This is an optimization exercise on Yosys and OpenROAD, whose aim is small area, a short achievable clock period and few clock cycles, not a production implementation.
RTL that was checked went through simulation tests only; none was proved equivalent to the original.
For runs 1 and 2, only the layout was checked, not whether the RTL still works.
Power is estimated from default activity; no workload was simulated.

## design.v

```verilog
module SimpleCPU(clk,rst,wrEn,data_fromRAM,addr_toRAM,data_toRAM,pCounter);
parameter SIZE = 13;
input clk,rst;
input wire [15:0] data_fromRAM;
output reg wrEn;
output reg [15:0] data_toRAM;
output reg [SIZE-1:0] addr_toRAM;
output reg [SIZE-1:0] pCounter;
localparam OP_ADD = 3'd0, OP_NAND = 3'd1, OP_SRL = 3'd2, OP_LT = 3'd3,
           OP_BZ = 3'd4, OP_CP2W = 3'd5, OP_CPFW = 3'd6, OP_MUL = 3'd7;
localparam S_F = 3'd0, S_I = 3'd1, S_E = 3'd2, S_D = 3'd3, S_M = 3'd4;
localparam MR = 2;
reg [2:0] state, stateNxt;
reg [2:0] op, opNxt;
reg [15:0] W, WNxt;
reg [15:0] opnd, acc;
reg [12:0] pcNxt;
wire [15:0] d = data_fromRAM;
wire [2:0] dOp = d[15:13];
wire dZero = ~|d[12:0];
wire wNZ = |W;
wire [12:0] pcInc = pCounter + 13'd1;
wire isLT = (op == OP_LT);
wire [16:0] sum = {1'b0, W} + {1'b0, d ^ {16{isLT}}} + {16'd0, isLT};
wire [3:0] sh = d[3:0];
wire shLeft = d[4];
wire shZero = (|d[15:5]) | (shLeft & ~|sh);
wire [15:0] shIn, shOut, shRes;
genvar k;
generate for (k = 0; k < 16; k = k + 1) begin : rev
    assign shIn[k] = shLeft ? W[15-k] : W[k];
    assign shRes[k] = shLeft ? shOut[15-k] : shOut[k];
end endgenerate
assign shOut = shIn >> sh;
wire inM = (state == S_M);
wire [15:0] mB = opnd;
wire [15:0] mAcc = acc;
reg [15:0] mSum;
integer j;
always @(*) begin
    mSum = mAcc;
    for (j = 0; j < MR; j = j + 1)
        mSum = mSum + ((W << j) & {16{mB[j]}});
end
wire [15:0] mBRest = mB >> MR;
wire [15:0] mWRest = W << MR;
wire mDone = ~|mBRest | ~|mWRest;
reg [15:0] alu;
always @(*) begin
    case (op)
        OP_ADD:  alu = sum[15:0];
        OP_NAND: alu = ~(W & d);
        OP_SRL:  alu = shZero ? 16'd0 : shRes;
        OP_LT:   alu = {15'd0, ~sum[16]};
        default: alu = d;
    endcase
end
always @(*) begin
    stateNxt = state;
    opNxt = op;
    WNxt = W;
    pcNxt = pCounter;
    wrEn = 1'b0;
    data_toRAM = W;
    addr_toRAM = pcInc;
    case (state)
        S_F: begin
            opNxt = dOp;
            if (dOp == OP_BZ && wNZ) begin
                pcNxt = pcInc;
            end else begin
                addr_toRAM = {d[12:3], d[2] | dZero, d[1:0]};
                if (dZero)
                    stateNxt = S_I;
                else if (dOp == OP_CPFW) begin
                    wrEn = 1'b1;
                    pcNxt = pcInc;
                    stateNxt = S_D;
                end else
                    stateNxt = S_E;
            end
        end
        S_I: begin
            addr_toRAM = d[12:0];
            if (op == OP_CPFW) begin
                wrEn = 1'b1;
                pcNxt = pcInc;
                stateNxt = S_D;
            end else
                stateNxt = S_E;
        end
        S_E: begin
            if (op == OP_BZ) begin
                addr_toRAM = d[12:0];
                pcNxt = d[12:0];
                stateNxt = S_F;
            end else if (op == OP_MUL) begin
                stateNxt = S_M;
            end else begin
                WNxt = alu;
                pcNxt = pcInc;
                stateNxt = S_F;
            end
        end
        S_M: begin
            if (mDone) begin
                WNxt = mSum;
                pcNxt = pcInc;
                stateNxt = S_F;
            end else
                WNxt = mWRest;
        end
        default: begin  
            addr_toRAM = pCounter;
            stateNxt = S_F;
        end
    endcase
    if (rst) begin
        stateNxt = S_D;
        WNxt = 16'd0;
        pcNxt = 13'd0;
    end
end
always @(posedge clk) begin
    state <= stateNxt;
    op <= opNxt;
    W <= WNxt;
    pCounter <= pcNxt;
    opnd <= inM ? mBRest : d;
    acc <= inM ? mSum : 16'd0;
end
endmodule
```

## flow/run.sh

```bash
#!/bin/bash
# The standard layout (the standard.sh, standard synthesis unchanged), with
# buf_2 cells instead of the default port buffers; make's output goes to
# standard.log and each ORFS step logs under orfs/logs/.
export BUFFER_PORTS_ARGS="-buffer_cell sky130_fd_sc_hd__buf_2"
bash standard.sh > standard.log 2>&1
```

## standard.sh

```bash
#!/bin/bash
# synth_recipe.tcl (not shown) runs the flow's synth.tcl, then flattens the netlist and writes it again
# the make line also repeats each setting of config.mk as NAME=value (left out here)
make -C /OpenROAD-flow-scripts/flow DESIGN_CONFIG=/design/flow/config.mk WORK_HOME=/design/flow/orfs CLKGATE_MAP_FILE= SYNTH_SCRIPT=/design/flow/synth_recipe.tcl "${@:-finish}"
```

## config.mk

```make
export PLATFORM = sky130hd
export DESIGN_NAME = SimpleCPU
export DESIGN_NICKNAME = SimpleCPU
export VERILOG_FILES = /design/flow/design.v
export SDC_FILE = /design/flow/constraint.sdc
export NUM_CORES = 4
export LEC_CHECK = 0
export ABC_AREA = 1
export CAP_MARGIN = 20
export CORE_MARGIN = 2
export CORE_UTILIZATION = 60
export PLACE_DENSITY = 0.75
export SETUP_SLACK_MARGIN = 4.5
export SLEW_MARGIN = 20
```

## constraint.sdc

```tcl
create_clock -name core_clock -period 10.0 [get_ports {clk}]
set_input_delay 2.0000 -clock core_clock [delete_from_list [all_inputs] [get_ports {clk}]]
set_output_delay 2.0000 -clock core_clock [all_outputs]
set_load 0.01 [all_outputs]
```

==> results_dict.tcl, run 1 <==
set metrics [dict create \
    status "finished clean" \
    worst_pin_slew_ns 1.001 \
    synth-edff-count 3 \
    placedCellCount 1378 \
    drv_cap 0 \
    fill_cells 1171 \
    post_drt_wl_per_cell_um 18.39 \
    synth_fa_ha_area_frac 0.1032 \
    yosysTopAreaCell "dfxtp_1" \
    fin_nets 1315 \
    hold_viol 0 \
    async_reset_ff_frac 0 \
    cts_hold_buf 0 \
    clock_latency_ns 0.35 \
    path_class "in -> out" \
    grt_pass1_vias 7509 \
    io_pins 61 \
    synth-xor-area-share 0.03337 \
    drt_iter0_markers 1264 \
    core_area_um2 11960 \
    synth.most_common_cell "nand2_1" \
    yosys-top-cells-count "305 x nand2_1, 150 x nand3_1, 132 x inv_1" \
    synth_area_leaders "dfxtp_1 17%, nand2_1 16%, nand3_1 10%" \
    fp.dieW_um 114.7 \
    syn-num-nets 1293 \
    synthCells 1224 \
    grt_use_met1 0.5442 \
    powerDensity_nw_per_um2 126.9 \
    placed_area_um2 7576 \
    fin_crit_ns 5.488 \
    syn_area_per_cell_um2 6.005 \
    io_buffer_count 60 \
    route.detailed.drc 0 \
    setup_viol 0 \
    ys_types 58 \
    dpl.hpwl_um 19190 \
    skew_ns 0.006597 \
    synthSimpleGateAreaFrac 0.3643 \
    grt_pass1_wl_um 40080 \
    ir_worst_vdd_v 0.0001008 \
    final_cells 1399 \
    cp-start-kind "input port" \
    grt_use_total 0.3957 \
    rsz0062_at_grt "true" \
    die_h_um 114.7 \
    maxSlewHeadroom 0.3318 \
    die-area_um2 13150 \
    met2_usage 0.6051 \
    syn_area_um2 7350 \
    stdcell_area_um2 7941 \
    p_leak_uw 0.003903 \
    rows 40 \
    root_buffer "clkbuf_16" \
    ys_seq_elements 67 \
    cp.arrival_ns 3.49 \
    synth.area.mux_share 0 \
    use_met3 0.09052 \
    synth_top_family_by_area "simple AND/OR/NAND/NOR gates" \
    seq_area_um2 1371 \
    drt_wl_total_um 25730 \
    synth_top_cell_area_share 0.1743 \
    overflow 0 \
    critical_path.endpoint_type "output port" \
    fmax_mhz 182.2 \
    antenna_found_initial 2 \
    initial_core_util 0.6144 \
    crit_fanout 17 \
    yosysWarnings 1 \
    clk_pin_slew_worst_paths_ns 0.06 \
    max-clock-path-buffers 2 \
    hold_class "reg -> reg" \
    synth_compound_area_frac 0.1982 \
    routabilityCongestion 0.9858 \
    layout-drive-gt1-share 0.09992 \
    cts_sinks 67 \
    dr.pass1.iters 12 \
    top_usage_layer "met2" \
    finalMaxSlewViolations 0 \
    required_ns 8.00 \
    seq_area_frac_synth 0.1866 \
    multi_input_area_um2 5145 \
    setup_tns_ns 0 \
    fin_crit_sh 0.5488 \
    vias 8536 \
    tritoncts.num_buffers 9 \
    area_growth_pct 8.052 \
    h-tree-depth 3 \
    ys.flop_type "dfxtp_1" \
    viasPerCell 6.102 \
    postRouteAntennaNets 0 \
    grt_max_degree 45 \
    cts_tree "built" \
]
-- flip-flops by register name, summed over array words and instances (netlist names) --
register / cells
opnd: 16
pCounter: 13
op: 3
W: 16
acc: 16
state: 3
-- metrics by stage --
step	total power [uW]	util	worst slack, ns	hold WS [ns]
after floorplan	561.3	-	4.819	0.4286
after global placement	659.3	0.6334	4.340	0.4440
after detailed placement	661.6	0.6334	4.308	0.4448
after CTS	994.2	0.6600	4.493	0.4581
after global routing	1055	0.6637	4.431	0.4782
final	1008	0.6639	4.512	0.4587
-- final timing paths --
kind,start,end,slack (ns),cells past startpoint
worst min register to register,opnd[11],opnd[9],0.46,2
worst max-delay path,data_fromRAM[2],addr_toRAM[2],4.51,11
worst max register to register,opnd[0],W[9],6.55,14
worst min-delay path,opnd[11],opnd[9],0.46,2
-- where the power goes --
group / leakage, uW / switching [uW] / internal (uW) / total, uW
clock network: 0.000142 / 136 / 201 / 337
registers: 0.000556 / 43.1 / 288 / 331
logic: 0.00320 / 224 / 115 / 340
total: 0.00390 / 404 / 604 / 1010
-- critical path, stage by stage --
cell and delay, ns:
buf_2 0.22, inv_8 0.17, nand2_4 0.08, nor2_4 0.11
nand2_1 0.11, inv_2 0.08, nand2_1 0.07, nor2_1 0.18
nor2_1 0.06, o2111ai_1 0.23, buf_2 0.17
-- cells by family after synthesis --
kind of cell	count (synthesis)
AO/OA/AOI/OAI	270
flip-flops	67
adder cells (fa/ha/maj)	51
XOR/XNOR	28
buffers and inverters	204
AND/OR/NAND/NOR	604
-- layout make-up --
class	instances	area share
clock buffers	11	0.03057
diodes	1	0.0003151
well taps	147	0.02316
multi-input cells	953	0.6479
inverters	148	0.07263
repair inverters	1	0.0006302
flip-flops and latches	67	0.1727
repair buffers	66	0.04427
clock inverters	5	0.007878
-- timing repair --
item / in CTS / in global routing
gates resized for setup: 3 / 7
cloned: 1 / 0
setup endpoints to repair: 4 / 9
hold endpoints to repair: 0 / 0
buffers inserted: 0 / 3
-- cells in the final DEF (no fill, tap or decap), types with 7 or more instances in the layout --
master,instances
nor2_1,86
fa_1,16
xor2_1,23
nand4_1,16
dfxtp_1,64
nor3_1,12
inv_1,131
clkbuf_16,9
o21ai_0,97
nand3_1,150
a21oi_1,128
o22ai_1,7
inv_2,12
nand2_1,304
buf_2,59
ha_1,35
-- layer usage --
metal	part of all wire	vias to the layer above	wire, um
met4	0.028	2	719
met3	0.11	57	2772
li1	-	4116	-
met1	0.42	3884	10770
met2	0.45	477	11460
met5	0.00051	-	13
==> inputs of run 2 (changes only) <==
--- a/design.v
+++ b/design.v
@@ -8,7 +8,8 @@
 output reg [SIZE-1:0] pCounter;
 localparam OP_ADD = 3'd0, OP_NAND = 3'd1, OP_SRL = 3'd2, OP_LT = 3'd3,
            OP_BZ = 3'd4, OP_CP2W = 3'd5, OP_CPFW = 3'd6, OP_MUL = 3'd7;
-localparam S_F = 3'd0, S_I = 3'd1, S_E = 3'd2, S_D = 3'd3, S_M = 3'd4;
+localparam S_F = 3'd0, S_I = 3'd1, S_E = 3'd2, S_D = 3'd3, S_M = 3'd4,
+           S_S = 3'd5;
 localparam MR = 2;
 reg [2:0] state, stateNxt;
 reg [2:0] op, opNxt;
@@ -22,9 +23,9 @@
 wire [12:0] pcInc = pCounter + 13'd1;
 wire isLT = (op == OP_LT);
 wire [16:0] sum = {1'b0, W} + {1'b0, d ^ {16{isLT}}} + {16'd0, isLT};
-wire [3:0] sh = d[3:0];
-wire shLeft = d[4];
-wire shZero = (|d[15:5]) | (shLeft & ~|sh);
+wire [3:0] sh = opnd[3:0];
+wire shLeft = opnd[4];
+wire shZero = (|opnd[15:5]) | (shLeft & ~|sh);
 wire [15:0] shIn, shOut, shRes;
 genvar k;
 generate for (k = 0; k < 16; k = k + 1) begin : rev
@@ -50,7 +51,6 @@
     case (op)
         OP_ADD:  alu = sum[15:0];
         OP_NAND: alu = ~(W & d);
-        OP_SRL:  alu = shZero ? 16'd0 : shRes;
         OP_LT:   alu = {15'd0, ~sum[16]};
         default: alu = d;
     endcase
@@ -96,6 +96,8 @@
                 stateNxt = S_F;
             end else if (op == OP_MUL) begin
                 stateNxt = S_M;
+            end else if (op == OP_SRL) begin
+                stateNxt = S_S;
             end else begin
                 WNxt = alu;
                 pcNxt = pcInc;
@@ -109,6 +111,11 @@
                 stateNxt = S_F;
             end else
                 WNxt = mWRest;
+        end
+        S_S: begin
+            WNxt = shZero ? 16'd0 : shRes;
+            pcNxt = pcInc;
+            stateNxt = S_F;
         end
         default: begin  
             addr_toRAM = pCounter;
--- a/config.mk
+++ b/config.mk
@@ -8,7 +8,7 @@
 export ABC_AREA = 1
 export CAP_MARGIN = 20
 export CORE_MARGIN = 2
-export CORE_UTILIZATION = 60
-export PLACE_DENSITY = 0.75
-export SETUP_SLACK_MARGIN = 4.5
+export CORE_UTILIZATION = 40
+export PLACE_DENSITY = 0.6
+export SETUP_SLACK_MARGIN = 4.75
 export SLEW_MARGIN = 20
==> results_dict.tcl, run 2 <==
set metrics [dict create \
    clock_latency_ns 0.36 \
    io_pins 61 \
    fin_crit_ns 5.228 \
    r2r-end "W[8]" \
    power.net_switching_uw 413.0 \
    drv_cap 0 \
    grt_max_degree 42 \
    r2r-start "state[0]" \
    skew_ns 0.01344 \
    ys_types 46 \
    status "finished clean" \
    routabilityCongestion 0.9491 \
    worstHoldPathCells 2 \
    core_area_um2 18090 \
    drt_wl_total_um 27240 \
    die_h_um 140.1 \
    dpl.hpwl_um 20780 \
    route.detailed.drc 0 \
    clkPwrFrac 0.358 \
    pwr-share-seq 0.304 \
    tritoncts.num_buffers 9 \
    path_class "in -> out" \
    synth-edff-count 3 \
    ir_worst_vdd_v 0.00008774 \
    h-tree-depth 3 \
    viasPerCell 5.572 \
    grt_pass1_wl_um 42220 \
    yosysWarnings 1 \
    die-area_um2 19630 \
    synth_top_cell_area_share 0.1742 \
    placed_area_um2 7849 \
    max-clock-path-buffers 2 \
    dr.pass1.iters 18 \
    pre_cts_slack_ns 4.555 \
    fp.dieW_um 140.1 \
    fill_cells 1991 \
    ys_seq_elements 67 \
    grt_use_total 0.2743 \
    switching_share 0.3895 \
    rsz0062_at_grt "true" \
    crit_fanout 6 \
    multi_input_area_um2 5233 \
    clk_pin_slew_worst_paths_ns 0.05 \
    critical_path.endpoint_type "output port" \
    cp.arrival_ns 3.23 \
    grt_pass1_vias 7720 \
    async_reset_ff_frac 0 \
    required_ns 8.00 \
    cts_tree "built" \
    stdcell_area_um2 8245 \
    vias 8564 \
    setup_tns_ns 0 \
    holdCritStartpoint "opnd[7]" \
    antenna_cells_inserted 0 \
    fin_nets 1369 \
    yosys-top-cells-count "344 x nand2_1, 152 x inv_1, 137 x nand3_1" \
    overflow 0 \
    fmax_mhz 191.3 \
    synth_area_leaders "nand2_1 17%, dfxtp_1 17%, nand3_1 9.3%" \
    largestRegisters "W x16, acc x16, opnd x16" \
    final_core_util 0.4559 \
    worst_pin_slew_ns 0.9986 \
    maxSlewHeadroom 0.3318 \
    synthCells 1267 \
    comb_power_share 0.338 \
    setup_viol 0 \
    rr_worst_depth 10 \
    cts_sinks 67 \
    area_growth_pct 11.26 \
    initial_core_util 0.4098 \
    hold_class "reg -> reg" \
    syn_area_um2 7411 \
    p_int_uw 647.5 \
    rows 49 \
    layout.cells.most_common "nand2_1" \
    fin_crit_sh 0.5228 \
    synth.most_common_cell "nand2_1" \
    postRouteAntennaNets 0 \
    seq_area_frac_synth 0.1850 \
    post_drt_wl_per_cell_um 17.72 \
    yosysTopAreaCell "nand2_1" \
    min_to "opnd[5]" \
    syn-num-nets 1333 \
    p_leak_uw 0.004146 \
    mostFrequentLayoutCells "341 x nand2_1, 139 x inv_1, 137 x nand3_1, 106 x nor2_1, 103 x o21ai_0" \
    syn_area_per_cell_um2 5.849 \
    powerDensity_nw_per_um2 128.6 \
    ys.flop_type "dfxtp_1" \
    fin_ws_ns 4.772 \
    antenna_found_initial 1 \
    hold_viol 0 \
    cp-start-kind "input port" \
    finalMaxSlewViolations 0 \
    root_buffer "clkbuf_16" \
    reg2reg_slack_ns 6.58 \
    seq_area_um2 1371 \
    io_buffer_count 60 \
    layout-drive-gt1-share 0.1063 \
    drt_iter0_markers 911 \
    cts_hold_buf 0 \
]
==> run 2: cell count changes after synthesis, moves of 12 or more <==
| cell | before | now |
|---|---|---|
| nor2_1 | 86 | 107 |
| a21oi_1 | 128 | 92 |
| nand2_1 | 305 | 344 |
| inv_1 | 132 | 152 |
| o211ai_1 | 2 | 14 |
| nand3_1 | 150 | 137 |
==> run 2: what timing repair did <==
action | CTS | global route
buffers inserted | 1 | 1
pin swaps | 1 | 4
gates cloned | 0 | 0
gates resized for setup | 4 | 22
endpoints found under the setup margin | 7 | 8
==> run 2: how the worst max path moves through the flow <==
stage / startpoint / to / slack (ns) / cells after the start
after floorplan: data_fromRAM[15] / addr_toRAM[4] / 4.96 / 8
after global placement: data_fromRAM[15] / addr_toRAM[6] / 4.59 / 10
after detailed placement: data_fromRAM[15] / addr_toRAM[6] / 4.55 / 10
after CTS: data_fromRAM[15] / addr_toRAM[6] / 4.74 / 10
after global routing: data_fromRAM[15] / addr_toRAM[7] / 4.74 / 9
final: data_fromRAM[6] / addr_toRAM[2] / 4.77 / 11
==> run 2: cell type report <==
| cell class | count | area share |
|---|---|---|
| Multi-Input combinational cell | 988 | 0.6346 |
| Sequential cell | 67 | 0.1663 |
| Inverter | 168 | 0.07830 |
| Timing Repair Buffer | 69 | 0.04461 |
| Tap cell | 229 | 0.03475 |
| Clock buffer | 9 | 0.02731 |
| Clock inverter | 7 | 0.01411 |
==> run 2: stage by stage <==
step	total power [uW]	hold WS [ns]	std cells
4_1_cts	1053	0.4913	1536
3_5_place_dp	675.0	0.4856	1519
2_1_floorplan	566.5	0.4511	1267
3_3_place_gp	674.6	0.4845	1519
6_report	1061	0.4897	1537
5_1_grt	1115	0.5285	1537
==> run 2: routing by layer <==
metal | global-route usage | vias to the layer above | routed length (um)
met5 | 0 | - | 0
met4 | 0.09038 | 0 | 711
met3 | 0.05299 | 52 | 2371
met2 | 0.4317 | 365 | 12100
met1 | 0.3787 | 3906 | 12060
li1 | - | 4241 | -
==> run 2: kinds of logic after synthesis <==
family	Yosys count	share of synthesized area
AND/OR/NAND/NOR	658	0.3853
AO/OA/AOI/OAI	252	0.1844
flip-flops	67	0.1850
adder cells (fa/ha/maj)	48	0.09725
buffers and inverters	212	0.1126
XOR/XNOR	30	0.03545
==> run 2: critical path, cell delays in order <==
cell and delay [ns]:
buf_2 0.12, inv_2 0.11, nand4_1 0.13, nor2_2 0.15
nand2_2 0.10, nand3_1 0.10, o211ai_1 0.08, o21ai_0 0.11
nor2_1 0.09, o21ai_0 0.07, buf_2 0.16
==> run 2: power by group through the flow <==
stage	clock network (uW)	registers [uW]	logic (uW)
finish	379	322	359
global route	390	324	401
CTS	381	321	351
detailed placement	0	327	348
global placement	0	327	348
floorplan	0	320	247
==> inputs of run 3 (changes only) <==
--- a/design.v
+++ b/design.v
@@ -8,9 +8,8 @@
 output reg [SIZE-1:0] pCounter;
 localparam OP_ADD = 3'd0, OP_NAND = 3'd1, OP_SRL = 3'd2, OP_LT = 3'd3,
            OP_BZ = 3'd4, OP_CP2W = 3'd5, OP_CPFW = 3'd6, OP_MUL = 3'd7;
-localparam S_F = 3'd0, S_I = 3'd1, S_E = 3'd2, S_D = 3'd3, S_M = 3'd4,
-           S_S = 3'd5;
-localparam MR = 2;
+localparam S_F = 3'd0, S_I = 3'd1, S_E = 3'd2, S_D = 3'd3, S_M = 3'd4;
+localparam MR = 2;  
 reg [2:0] state, stateNxt;
 reg [2:0] op, opNxt;
 reg [15:0] W, WNxt;
@@ -22,10 +21,12 @@
 wire wNZ = |W;
 wire [12:0] pcInc = pCounter + 13'd1;
 wire isLT = (op == OP_LT);
-wire [16:0] sum = {1'b0, W} + {1'b0, d ^ {16{isLT}}} + {16'd0, isLT};
-wire [3:0] sh = opnd[3:0];
-wire shLeft = opnd[4];
-wire shZero = (|opnd[15:5]) | (shLeft & ~|sh);
+wire [15:0] addA, addB;
+wire addC;
+wire [16:0] sum = {1'b0, addA} + {1'b0, addB} + {16'd0, addC};
+wire [3:0] sh = d[3:0];
+wire shLeft = d[4];
+wire shZero = (|d[15:5]) | (shLeft & ~|sh);
 wire [15:0] shIn, shOut, shRes;
 genvar k;
 generate for (k = 0; k < 16; k = k + 1) begin : rev
@@ -36,13 +37,14 @@
 wire inM = (state == S_M);
 wire [15:0] mB = opnd;
 wire [15:0] mAcc = acc;
-reg [15:0] mSum;
-integer j;
-always @(*) begin
-    mSum = mAcc;
-    for (j = 0; j < MR; j = j + 1)
-        mSum = mSum + ((W << j) & {16{mB[j]}});
-end
+wire [15:0] pp0 = W & {16{mB[0]}};
+wire [15:0] pp1 = {W[14:0], 1'b0} & {16{mB[1]}};
+wire [15:0] csS = mAcc ^ pp0 ^ pp1;
+wire [15:0] csC = (mAcc & pp0) | (mAcc & pp1) | (pp0 & pp1);
+assign addA = inM ? csS : W;
+assign addB = inM ? {csC[14:0], 1'b0} : d ^ {16{isLT}};
+assign addC = ~inM & isLT;
+wire [15:0] mSum = sum[15:0];
 wire [15:0] mBRest = mB >> MR;
 wire [15:0] mWRest = W << MR;
 wire mDone = ~|mBRest | ~|mWRest;
@@ -51,6 +53,7 @@
     case (op)
         OP_ADD:  alu = sum[15:0];
         OP_NAND: alu = ~(W & d);
+        OP_SRL:  alu = shZero ? 16'd0 : shRes;
         OP_LT:   alu = {15'd0, ~sum[16]};
         default: alu = d;
     endcase
@@ -96,8 +99,6 @@
                 stateNxt = S_F;
             end else if (op == OP_MUL) begin
                 stateNxt = S_M;
-            end else if (op == OP_SRL) begin
-                stateNxt = S_S;
             end else begin
                 WNxt = alu;
                 pcNxt = pcInc;
@@ -111,11 +112,6 @@
                 stateNxt = S_F;
             end else
                 WNxt = mWRest;
-        end
-        S_S: begin
-            WNxt = shZero ? 16'd0 : shRes;
-            pcNxt = pcInc;
-            stateNxt = S_F;
         end
         default: begin  
             addr_toRAM = pCounter;
==> results_dict.tcl, run 3 <==
set metrics [dict create \
    layout-drive-gt1-share 0.1239 \
    critPathLaunch "data_fromRAM[10]" \
    rr_worst_depth 26 \
    r2r-start "state[1]" \
    core_area_um2 16640 \
    antenna_cells_inserted 0 \
    drt_iter0_markers 1002 \
    ys.flop_type "dfxtp_1" \
    cts_hold_buf 0 \
    io_buffer_count 60 \
    max-clock-path-buffers 2 \
    placedCellCount 1369 \
    yosysWarnings 1 \
    dpl.hpwl_um 18300 \
    viasPerCell 5.632 \
    overflow 0 \
    grt_pass1_wl_um 39070 \
    drt_wl_total_um 24740 \
    path_class "in -> out" \
    tritoncts.num_buffers 9 \
    reg2reg_slack_ns 5.67 \
    finalMaxSlewViolations 0 \
    powerDensity_nw_per_um2 135.0 \
    fin_crit_ns 5.275 \
    dr.pass1.iters 6 \
    hold_viol 0 \
    fp.dieW_um 134.7 \
    cp-endpoint "addr_toRAM[2]" \
    ir_worst_vdd_v 0.00009815 \
    cts_tree "built" \
    hold_class "reg -> reg" \
    postRouteAntennaNets 0 \
    seq_area_frac_synth 0.2006 \
    synth_area_leaders "dfxtp_1 19%, nand2_1 18%, nand3_1 9.3%" \
    antenna_found_initial 0 \
    cts_sinks 67 \
    die-area_um2 18150 \
    hold-worst-slack_ns 0.4592 \
    vias 7873 \
    initial_core_util 0.4108 \
    yosys-top-cells-count "326 x nand2_1, 127 x nand3_1, 123 x a21oi_1" \
    route.detailed.drc 0 \
    die_h_um 134.7 \
    setup_viol 0 \
    drv_cap 0 \
    synth.most_common_cell "nand2_1" \
    clock_latency_ns 0.35 \
    cp-start-kind "input port" \
    setup_tns_ns 0 \
    critical_path.endpoint_type "output port" \
    skew_ns 0.006654 \
    fmax_mhz 189.6 \
    synth_top_cell_area_share 0.1874 \
    routabilityCongestion 0.9259 \
    rows 47 \
    h-tree-depth 3 \
    synthCells 1150 \
    ys_seq_elements 67 \
    synth-edff-count 3 \
    syn-num-nets 1201 \
    largestRegisters "W x16, acc x16, opnd x16" \
    crit_fanout 5 \
    area_growth_pct 12.30 \
    syn_area_um2 6837 \
    io_pins 61 \
    grt_pass1_vias 7164 \
    final_cells 1398 \
    ys_types 48 \
    fill_cells 1806 \
    worstHoldPathCells 2 \
    mostFrequentLayoutCells "323 x nand2_1, 127 x nand3_1, 123 x a21oi_1, 98 x inv_1, 97 x nor2_1" \
    worst_pin_slew_ns 1.018 \
    cp.arrival_ns 3.27 \
    root_buffer "clkbuf_16" \
    maxSlewHeadroom 0.3207 \
    async_reset_ff_frac 0 \
    post_drt_wl_per_cell_um 17.70 \
    yosysTopAreaCell "dfxtp_1" \
    layout.cells.most_common "nand2_1" \
    required_ns 8.00 \
    multi_input_area_um2 4767 \
    syn_area_per_cell_um2 5.945 \
    p_leak_uw 0.003561 \
    finalPower_uw 1036 \
    seq_area_um2 1371 \
    fin_nets 1224 \
    rsz0062_at_grt "true" \
    fin_crit_sh 0.5275 \
    grt_max_degree 71 \
    status "finished clean" \
    r2r-end "W[0]" \
    clk_pin_slew_worst_paths_ns 0.06 \
    grt_use_total 0.2760 \
]
## run 3: critical path: stages
cell and delay [ns]:
buf_2 0.14, inv_2 0.07, nand2_1 0.09, nor4_4 0.18
nand4_1 0.19, o211ai_1 0.21, a21oi_1 0.06, a21oi_1 0.17
buf_2 0.16
## run 3: worst min-delay path by stage
stage                   from  slack [ns]        to
CTS                 opnd[14]        0.46  opnd[12]
detailed placement  opnd[14]        0.45  opnd[12]
floorplan            opnd[2]        0.43   opnd[0]
global placement    opnd[14]        0.44  opnd[12]
global route         opnd[3]        0.47   opnd[1]
finish              opnd[14]        0.46  opnd[12]
## run 3: cell families after synthesis
logic type / after synthesis / share of synthesized area
AO/OA/AOI/OAI: 252 / 0.2063
XOR/XNOR: 18 / 0.02306
adder cells (fa/ha/maj): 33 / 0.07796
buffers and inverters: 181 / 0.1113
flip-flops: 67 / 0.2006
AND/OR/NAND/NOR: 599 / 0.3809
## run 3: final cells by class
type / count / share of cell area
Clock inverter: 7 / 0.01092
Timing Repair Buffer: 77 / 0.06177
Multi-Input combinational cell: 902 / 0.6209
Sequential cell: 67 / 0.1786
Clock buffer: 9 / 0.02934
Tap cell: 220 / 0.03585
Inverter: 113 / 0.05997
Timing Repair inverter: 3 / 0.002608
## run 3: power by group
part           internal [uW]  switching, uW
Sequential               288           38.7
Combinational            124            239
Clock                    198            148
## run 3: metrics by stage
stage | area (um^2) | utilization | worst slack (ns)
6_report | 7677 | 0.4613 | 4.725
5_1_grt | 7677 | 0.4613 | 4.630
4_1_cts | 7561 | 0.4543 | 4.695
3_5_place_dp | 7131 | 0.4285 | 4.226
3_3_place_gp | 7131 | 0.4285 | 4.225
2_1_floorplan | 6837 | - | 4.959
## run 3: per-layer routing
layer | vias up | track usage | part of all wire
met5 | - | 0 | 0
met4 | 0 | 0.08304 | 0.026
met3 | 51 | 0.04917 | 0.080
met2 | 360 | 0.4267 | 0.45
met1 | 3593 | 0.3920 | 0.44
li1 | 3869 | - | -
## run 3: what timing repair did
item                       4_1_cts  5_1_grt
resized for setup               17       27
pin swaps                        3        5
hold endpoints to repair         0        0
cloned                           3        0
buffers inserted                 6        4
setup endpoints to repair       14       14
Testbench counts of run 3, summed over its fixed seeds: cycles 510,758.
==> inputs of run 4 (changes only) <==
--- a/config.mk
+++ b/config.mk
@@ -9,6 +9,7 @@
 export CAP_MARGIN = 20
 export CORE_MARGIN = 2
 export CORE_UTILIZATION = 40
+export CTS_BUF_LIST = sky130_fd_sc_hd__clkbuf_8
 export PLACE_DENSITY = 0.6
-export SETUP_SLACK_MARGIN = 4.75
+export SETUP_SLACK_MARGIN = 4.5
 export SLEW_MARGIN = 20
==> results_dict.tcl, run 4 <==
set metrics [dict create \
    p_leak_uw 0.003466 \
    drt_wl_total_um 24450 \
    path_class "in -> out" \
    core_area_um2 16640 \
    synth-edff-count 3 \
    grt_pass1_vias 7044 \
    cts_hold_buf 0 \
    routabilityCongestion 0.9259 \
    syn_area_um2 6837 \
    synth_fa_ha_area_frac 0.07796 \
    rows 47 \
    status "finished clean" \
    cp-start-kind "input port" \
    h-tree-depth 3 \
    synthCells 1150 \
    initial_core_util 0.4108 \
    synth.area.mux_share 0 \
    synth_top_cell_area_share 0.1874 \
    fp.dieW_um 134.7 \
    pre_cts_slack_ns 4.226 \
    rr_worst_depth 26 \
    overflow 0 \
    vias 7789 \
    critical_path.endpoint_type "output port" \
    ys_seq_elements 67 \
    synth-xor-area-share 0.02306 \
    fmax_mhz 185.6 \
    synth_compound_area_frac 0.2063 \
    fill_cells 1831 \
    yosysWarnings 1 \
    antenna_cells_inserted 0 \
    yosys-top-cells-count "326 x nand2_1, 127 x nand3_1, 123 x a21oi_1" \
    grt_max_degree 71 \
    hold_class "reg -> reg" \
    ys_types 48 \
    fin_ws_ns 4.611 \
    setup_viol 0 \
    area_growth_pct 8.529 \
    layout.cells.most_common "nand2_1" \
    clk_pin_slew_worst_paths_ns 0.08 \
    skew_ns 0.01196 \
    ys.flop_type "dfxtp_1" \
    cp.arrival_ns 3.39 \
    grt_use_total 0.2728 \
    dr.pass1.iters 8 \
    synth_top_family_by_area "simple AND/OR/NAND/NOR gates" \
    max-clock-path-buffers 2 \
    die-area_um2 18150 \
    drv_cap 0 \
    yosysTopAreaCell "dfxtp_1" \
    fin_nets 1219 \
    grt_pass1_wl_um 38670 \
    setup_tns_ns 0 \
    antenna_found_initial 0 \
    post_drt_wl_per_cell_um 17.55 \
    seq_area_frac_synth 0.2006 \
    synth_area_leaders "dfxtp_1 19%, nand2_1 18%, nand3_1 9.3%" \
    worst_pin_slew_ns 1.001 \
    tritoncts.num_buffers 9 \
    die_h_um 134.7 \
    mostFrequentLayoutCells "324 x nand2_1, 127 x nand3_1, 123 x a21oi_1, 101 x inv_1, 97 x nor2_1" \
    postRouteAntennaNets 0 \
    syn-num-nets 1201 \
    powerDensity_nw_per_um2 126.3 \
    synthSimpleGateAreaFrac 0.3809 \
    fin_crit_ns 5.389 \
    cts_tree "built" \
    hold_viol 0 \
    route.detailed.drc 0 \
    finalMaxSlewViolations 0 \
    fin_crit_sh 0.5389 \
    rsz0062_at_grt "false" \
    viasPerCell 5.592 \
    syn_area_per_cell_um2 5.945 \
    ir_worst_vdd_v 0.00009994 \
    synth.most_common_cell "nand2_1" \
    layout-drive-gt1-share 0.1125 \
    maxSlewHeadroom 0.3319 \
    cts_sinks 67 \
    clock_latency_ns 0.38 \
    async_reset_ff_frac 0 \
    root_buffer "clkbuf_8" \
    worstHoldPathCells 2 \
    io_buffer_count 60 \
    crit_fanout 37 \
    largestRegisters "W x16, acc x16, opnd x16" \
    required_ns 8.00 \
    drt_iter0_markers 988 \
    io_pins 61 \
    dpl.hpwl_um 18300 \
]
==> run 4: layer usage <==
layer / vias up / GRT usage / routed length [um]
met1: 3547 / 0.3864 / 10990
met2: 349 / 0.4224 / 10970
met3: 39 / 0.05330 / 1955
met4: 0 / 0.07602 / 525
met5: - / 0 / 0
li1: 3854 / - / -
==> run 4: stage by stage <==
stage | power [uW] | area [um^2] | instances | hold WS [ns] | util
global route | 996.2 | 7420 | 1393 | 0.4757 | 0.4458
global placement | 678.0 | 7131 | 1369 | 0.4416 | 0.4285
floorplan | 574.4 | 6837 | 1150 | 0.4263 | -
detailed placement | 678.5 | 7131 | 1369 | 0.4515 | 0.4285
CTS | 933.4 | 7355 | 1386 | 0.4620 | 0.4419
finish | 937.4 | 7420 | 1393 | 0.4625 | 0.4458
==> run 4: worst max-delay path, stage by stage <==
cell and delay [ns]:
buf_2 0.09, buf_4 0.25, inv_8 0.23, nand4_1 0.18, o211ai_1 0.21, a21oi_1 0.06, a21oi_1 0.19, buf_2 0.16
==> run 4: area by class of cell <==
| type | instances | area [um^2] | share of cell area |
|---|---|---|---|
| repair buffers | 74 | 402.9 | 0.05430 |
| clock inverters | 7 | 83.83 | 0.01130 |
| inverters | 113 | 442.9 | 0.05970 |
| multi-input cells | 902 | 4715 | 0.6354 |
| repair inverters | 1 | 5.005 | 0.0006745 |
| well taps | 220 | 275.3 | 0.03710 |
| flip-flops and latches | 67 | 1371 | 0.1848 |
| clock buffers | 9 | 123.9 | 0.01669 |
==> run 4: logic make-up (layout without fill, tap and decap cells) <==
group                      after synthesis  count (layout)
AOI/OAI and AO/OA                      252             252
xor gates and xnor gates                18              18
adders and majority gates               33              33
and+or+nand+nor                        599             599
DFF                                     67              67
buffers and inverters                  181             204
==> run 4: power breakdown <==
part | total, uW | switching [uW] | internal [uW]
registers | 326 | 38.3 | 288
logic | 355 | 235 | 120
clock network | 256 | 136 | 120
==> run 4: what timing repair did <==
action	in CTS	in global routing
buffers inserted	0	6
endpoints found under the setup margin	8	13
resized for setup	4	5
gates cloned	1	0
pin swaps	0	3
==> run 4: worst paths after layout <==
kind | startpoint | end | slack [ns]
max | data_fromRAM[4] | addr_toRAM[2] | 4.61
min | opnd[14] | opnd[12] | 0.46
min reg2reg | opnd[14] | opnd[12] | 0.46
max reg2reg | state[1] | W[0] | 5.53
==> inputs of run 5 (changes only) <==
--- a/config.mk
+++ b/config.mk
@@ -11,5 +11,5 @@
 export CORE_UTILIZATION = 40
 export CTS_BUF_LIST = sky130_fd_sc_hd__clkbuf_8
 export PLACE_DENSITY = 0.6
-export SETUP_SLACK_MARGIN = 4.5
+export SETUP_SLACK_MARGIN = 5
 export SLEW_MARGIN = 20
==> results_dict.tcl, run 5 <==
set metrics [dict create \
    status "finished clean" \
    pre_cts_slack_ns 4.250 \
    dpl.hpwl_um 18160 \
    vias 8021 \
    clk_pin_slew_worst_paths_ns 0.08 \
    skew_ns 0.009811 \
    synth_fa_ha_area_frac 0.07796 \
    fin_crit_ns 5.204 \
    p_leak_uw 0.003666 \
    post_drt_wl_per_cell_um 17.83 \
    maxSlewHeadroom 0.3012 \
    async_reset_ff_frac 0 \
    finalMaxSlewViolations 0 \
    fp.dieW_um 134.7 \
    routabilityCongestion 0.9430 \
    drv_cap 0 \
    layout.cells.most_common "nand2_1" \
    max-clock-path-buffers 2 \
    synth-xor-area-share 0.02306 \
    hold_viol 0 \
    mostFrequentLayoutCells "308 x nand2_1, 119 x nand3_1, 118 x a21oi_1, 96 x inv_1, 92 x nor2_1" \
    yosysTopAreaCell "dfxtp_1" \
    syn_area_um2 6837 \
    synth-edff-count 3 \
    syn_area_per_cell_um2 5.945 \
    antenna_found_initial 1 \
    core_area_um2 16640 \
    fin_ws_ns 4.796 \
    drt_iter0_markers 990 \
    synth_top_cell_area_share 0.1874 \
    synth.most_common_cell "nand2_1" \
    clock_latency_ns 0.38 \
    postRouteAntennaNets 0 \
    critical_path.endpoint_type "output port" \
    setup_tns_ns 0 \
    syn-num-nets 1201 \
    viasPerCell 5.645 \
    grt_pass1_wl_um 39380 \
    crit_fanout 2 \
    cp-start-kind "input port" \
    comb_power_share 0.423 \
    drt_wl_total_um 25340 \
    required_ns 8.00 \
    fin_nets 1247 \
    hold_class "reg -> reg" \
    p_int_uw 522.5 \
    cts_sinks 67 \
    cp.arrival_ns 3.20 \
    clkPwrFrac 0.233 \
    synth_top_family_by_area "simple AND/OR/NAND/NOR gates" \
    ys_types 48 \
    rsz0062_at_grt "true" \
    yosysWarnings 1 \
    synth.area.mux_share 0 \
    synthSimpleGateAreaFrac 0.3809 \
    root_buffer "clkbuf_8" \
    io_pins 61 \
    yosys-top-cells-count "326 x nand2_1, 127 x nand3_1, 123 x a21oi_1" \
    synth_compound_area_frac 0.2063 \
    powerDensity_nw_per_um2 118.5 \
    route.detailed.drc 0 \
    io_buffer_count 60 \
    initial_core_util 0.4108 \
    area_growth_pct 17.42 \
    overflow 0 \
    die_h_um 134.7 \
    pwr-share-seq 0.343 \
    setup_viol 0 \
    layout-drive-gt1-share 0.1807 \
    fin_crit_sh 0.5204 \
    grt_max_degree 71 \
    grt_pass1_vias 7125 \
    fmax_mhz 192.2 \
    power.net_switching_uw 428.4 \
    dr.pass1.iters 6 \
    ys_seq_elements 67 \
    grt_use_total 0.2764 \
    tritoncts.num_buffers 9 \
    rows 47 \
    ys.flop_type "dfxtp_1" \
    synthCells 1150 \
    cts_tree "built" \
    switching_share 0.4505 \
    ir_worst_vdd_v 0.00007305 \
    largestRegisters "W x16, acc x16, opnd x16" \
    path_class "in -> out" \
    antenna_cells_inserted 0 \
    h-tree-depth 3 \
    worst_pin_slew_ns 1.047 \
    seq_area_frac_synth 0.2006 \
    die-area_um2 18150 \
    synth_area_leaders "dfxtp_1 19%, nand2_1 18%, nand3_1 9.3%" \
]
[run 5: per-layer routing]
metal / global-route usage / share of wire / wire, um / vias up
met2: 0.4391 / 0.46 / 11640 / 345
li1: - / - / - / 3914
met5: 0 / 0.00051 / 13 / -
met4: 0.06959 / 0.017 / 437 / 2
met1: 0.3916 / 0.44 / 11280 / 3719
met3: 0.04392 / 0.078 / 1972 / 41
[run 5: through the flow]
step             util  instance area (um^2)  power, uW  hold WS (ns)  std cells
3_5_place_dp   0.4291                  7142      680.1        0.4426       1368
2_1_floorplan       -                  6864      577.2        0.4263       1150
6_report       0.4824                  8028      951.0        0.4530       1421
4_1_cts        0.4637                  7717      916.6        0.4547       1414
5_1_grt        0.4824                  8028       1009        0.4870       1421
3_3_place_gp   0.4291                  7142      679.9        0.4422       1368
[run 5: timing repair]
action / in CTS / in global routing
hold buffers: 0 / 0
gates resized for setup: 55 / 65
buffers inserted: 29 / 7
pin swaps: 15 / 32
cloned: 1 / 0
setup endpoints to repair: 14 / 26
[run 5: final timing paths]
check | from | endpoint | slack [ns] | depth (start not counted)
setup / recovery | data_fromRAM[10] | addr_toRAM[2] | 4.80 | 9
hold / removal | opnd[2] | opnd[0] | 0.45 | 2
setup reg to reg | state[1] | W[10] | 5.67 | 23
hold reg to reg | opnd[2] | opnd[0] | 0.45 | 2
[run 5: kinds of logic after synthesis]
logic type	count (synthesis)
XOR/XNOR	18
flip-flops	67
AO/OA/AOI/OAI	252
AND/OR/NAND/NOR	599
buffers and inverters	181
adder cells (fa/ha/maj)	33
[run 5: power by group through the flow]
stage | clock network, uW | registers [uW] | logic (uW)
5_1_grt | 234 | 329 | 446
3_3_place_gp | 0 | 332 | 348
2_1_floorplan | 0 | 316 | 261
3_5_place_dp | 0 | 331 | 349
6_report | 222 | 327 | 402
4_1_cts | 225 | 325 | 367
[run 5: area by class of cell]
cell class	count	area, um^2
clock buffers	9	123.9
flip-flops and latches	67	1371
well taps	220	275.3
fillers	1772	8615
clock inverters	7	52.55
repair inverters	1	5.005
multi-input cells	902	5032
inverters	113	460.4
repair buffers	102	706.9
[run 5: critical path, stage by stage]
cell and delay, ns:
buf_8 0.11, inv_4 0.05, nand2_4 0.04, nor4_4 0.27
nand4_1 0.18, o211ai_1 0.19, a21oi_1 0.07, a21oi_2 0.14
buf_2 0.15
==> inputs of run 6 (changes only) <==
--- a/config.mk
+++ b/config.mk
@@ -11,5 +11,5 @@
 export CORE_UTILIZATION = 40
 export CTS_BUF_LIST = sky130_fd_sc_hd__clkbuf_8
 export PLACE_DENSITY = 0.6
-export SETUP_SLACK_MARGIN = 5
+export SETUP_SLACK_MARGIN = 4.75
 export SLEW_MARGIN = 20
==> results_dict.tcl, run 6 <==
set metrics [dict create \
    status "finished clean" \
    clock_latency_ns 0.38 \
    dr_wl_met3_um 2166 \
    routabilityCongestion 0.9259 \
    syn_area_per_cell_um2 5.945 \
    p_leak_uw 0.003519 \
    core_area_um2 16640 \
    async_reset_ff_frac 0 \
    postRouteAntennaNets 0 \
    crit_buf_inv 3 \
    power.net_switching_uw 412.9 \
    ys.flop_type "dfxtp_1" \
    critical_path.endpoint_type "output port" \
    fin_nets 1225 \
    rsz0062_at_grt "true" \
    ir_worst_vdd_v 0.0001069 \
    mostFrequentLayoutCells "323 x nand2_1, 127 x nand3_1, 123 x a21oi_1, 98 x inv_1, 97 x nor2_1" \
    fin_crit_sh 0.5268 \
    synth-edff-count 3 \
    ys_seq_elements 67 \
    syn-num-nets 1201 \
    layout-drive-gt1-share 0.1230 \
    clkPwrFrac 0.270 \
    synth.most_common_cell "nand2_1" \
    wl_met1_um 10790 \
    dr.pass1.iters 8 \
    die-area_um2 18150 \
    stdcell_area_um2 7570 \
    fmax_mhz 189.8 \
    yosysTopAreaCell "dfxtp_1" \
    synth_area_leaders "dfxtp_1 19%, nand2_1 18%, nand3_1 9.3%" \
    critPathTopFamily "simple AND/OR/NAND/NOR gates" \
    antenna_cells_inserted 0 \
    pwr-share-seq 0.345 \
    setup_viol 0 \
    switching_share 0.4370 \
    viasPerCell 5.589 \
    h-tree-depth 3 \
    largestRegisters "W x16, acc x16, opnd x16" \
    worst_pin_slew_ns 0.9980 \
    fp.dieW_um 134.7 \
    io_buffer_count 60 \
    wl_met2_um 11140 \
    cp.arrival_ns 3.27 \
    slowest_stage "o211ai_1" \
    grt_max_degree 71 \
    fill_cells 1827 \
    rows 47 \
    io_pins 61 \
    clk_pin_slew_worst_paths_ns 0.08 \
    area_growth_pct 10.72 \
    cts_sinks 67 \
    highest_layer "met4" \
    route.detailed.drc 0 \
    cpPeakStageDelay_ns 0.21 \
    root_buffer "clkbuf_8" \
    hold_class "reg -> reg" \
    overflow 0 \
    syn_area_um2 6837 \
    cp_cell_sequence "buf_2 > inv_2 > nand2_1 > nor4_4 > nand4_1 > o211ai_1 > a21oi_1 > a21oi_1 > buf_2" \
    grt_use_total 0.2750 \
    initial_core_util 0.4108 \
    setup_tns_ns 0 \
    yosysWarnings 1 \
    drt_wl_total_um 24680 \
    synthCells 1150 \
    tritoncts.num_buffers 9 \
    fin_crit_ns 5.268 \
    layout.cells.most_common "nand2_1" \
    seq_area_frac_synth 0.2006 \
    max-clock-path-buffers 2 \
    final_core_util 0.4549 \
    grt_pass1_wl_um 38970 \
    yosys-top-cells-count "326 x nand2_1, 127 x nand3_1, 123 x a21oi_1" \
    ys_types 48 \
    cp-start-kind "input port" \
    comb_power_share 0.384 \
    grt_pass1_vias 7163 \
    reg2reg_slack_ns 5.66 \
    die_h_um 134.7 \
    dpl.hpwl_um 18300 \
    post_drt_wl_per_cell_um 17.64 \
    synth_top_cell_area_share 0.1874 \
    drt_iter0_markers 862 \
    cts_hold_buf 0 \
    powerDensity_nw_per_um2 124.8 \
    crit_fanout 5 \
    cts_tree "built" \
    skew_ns 0.01198 \
    drv_cap 0 \
    path_class "in -> out" \
    antenna_found_initial 0 \
    hold_viol 0 \
    placed_area_um2 7131 \
    p_int_uw 532.0 \
    finalMaxSlewViolations 0 \
    maxSlewHeadroom 0.3339 \
    required_ns 8.00 \
    vias 7819 \
]
-- run 6: logic make-up after synthesis --
group                    count (synthesis)  share of synthesized area
AND/OR/NAND/NOR                        599                     0.3809
AO/OA/AOI/OAI                          252                     0.2063
buffers and inverters                  181                     0.1113
flip-flops                              67                     0.2006
adder cells (fa/ha/maj)                 33                    0.07796
XOR/XNOR                                18                    0.02306
-- run 6: path summary, 6_finish.rpt --
kind | startpoint | endpoint | cells after the start
setup / recovery | data_fromRAM[10] | addr_toRAM[2] | 9
hold / removal | opnd[15] | opnd[13] | 2
setup reg to reg | state[1] | W[0] | 26
hold reg to reg | opnd[15] | opnd[13] | 2
-- run 6: repair_timing --
action,in CTS,in global routing
pin swaps,3,5
hold endpoints to repair,0,0
resized for setup,17,25
cloned,3,0
setup endpoints to repair,14,14
setup buffers,6,4
-- run 6: power groups by stage --
stage               clock [uW]  sequential, uW  combinational [uW]
global route               267             329                 407
finish                     255             326                 363
global placement             0             332                 346
detailed placement           0             331                 347
floorplan                    0             316                 258
CTS                        258             325                 355
-- run 6: per-layer routing --
metal / up-vias / global-route usage
met4: 0 / 0.08421
met5: - / 0
met1: 3545 / 0.3827
met2: 366 / 0.4255
li1: 3863 / -
met3: 45 / 0.06044
-- run 6: layout make-up --
class / instances / area [um^2] / share of cell area
clock buffers: 9 / 123.9 / 0.01636
clock inverters: 7 / 83.83 / 0.01107
inverters: 113 / 457.9 / 0.06050
multi-input cells: 902 / 4758 / 0.6286
flip-flops and latches: 67 / 1371 / 0.1812
well taps: 220 / 275.3 / 0.03636
repair buffers: 78 / 479.2 / 0.06331
repair inverters: 3 / 20.02 / 0.002645
-- run 6: tightest hold or removal path, cell delays in order, from the launching register on --
cell and delay, ns:
dfxtp_1 0.30, inv_1 0.06, a21oi_1 0.06
-- run 6: metrics by stage --
step | instances | power (uW) | setup slack (ns) | hold WS [ns]
3_5_place_dp | 1369 | 678.5 | 4.226 | 0.4515
3_3_place_gp | 1369 | 678.0 | 4.225 | 0.4416
4_1_cts | 1394 | 938.1 | 4.695 | 0.4620
6_report | 1399 | 944.9 | 4.732 | 0.4628
5_1_grt | 1399 | 1003 | 4.630 | 0.4757
2_1_floorplan | 1150 | 574.4 | 4.959 | 0.4263

-- re-timing with driven ports --
In the flow no input, the clock included, has a driving cell. The finished layouts below were timed again as built, in two steps.
Step 1 assumes that a clkbuf_16 drives the clock port and a buf_2 every other input.
Step 2 times the ports against the registers' clock, not the clock port: input delays grow and output delays shrink by t, the midpoint of the rising clock arrivals with the driver on.
Three values: no drivers, after step 1, after step 2; two values: the first two.
| run | shift t [ns] | slack for setup (ns) | hold slack, ns | worst slew at a driven data input, ns | pins driven straight from the clock port |
|---|---|---|---|---|---|
| run 1 | 0.393 | 4.512 / 4.492 / 4.492 | 0.459 / 0.459 / 0.459 | 0.07 | 1 |
| run 2 | 0.394 | 4.772 / 4.745 / 4.745 | 0.490 / 0.490 / 0.490 | 0.05 | 1 |
| run 3 | 0.394 | 4.725 / 4.703 / 4.703 | 0.459 / 0.459 / 0.459 | 0.04 | 1 |
| run 4 | 0.419 | 4.611 / 4.592 / 4.592 | 0.462 / 0.462 / 0.462 | 0.03 | 1 |
| run 5 | 0.416 | 4.796 / 4.755 / 4.506 | 0.453 / 0.453 / 0.453 | 0.06 | 1 |
| run 6 | 0.419 | 4.732 / 4.710 / 4.710 | 0.463 / 0.463 / 0.463 | 0.04 | 1 |
After both steps every run listed still meets setup and hold. The setup slack of run 5, which loses most, moves by -0.041 ns with the drivers and by -0.290 ns with both steps.
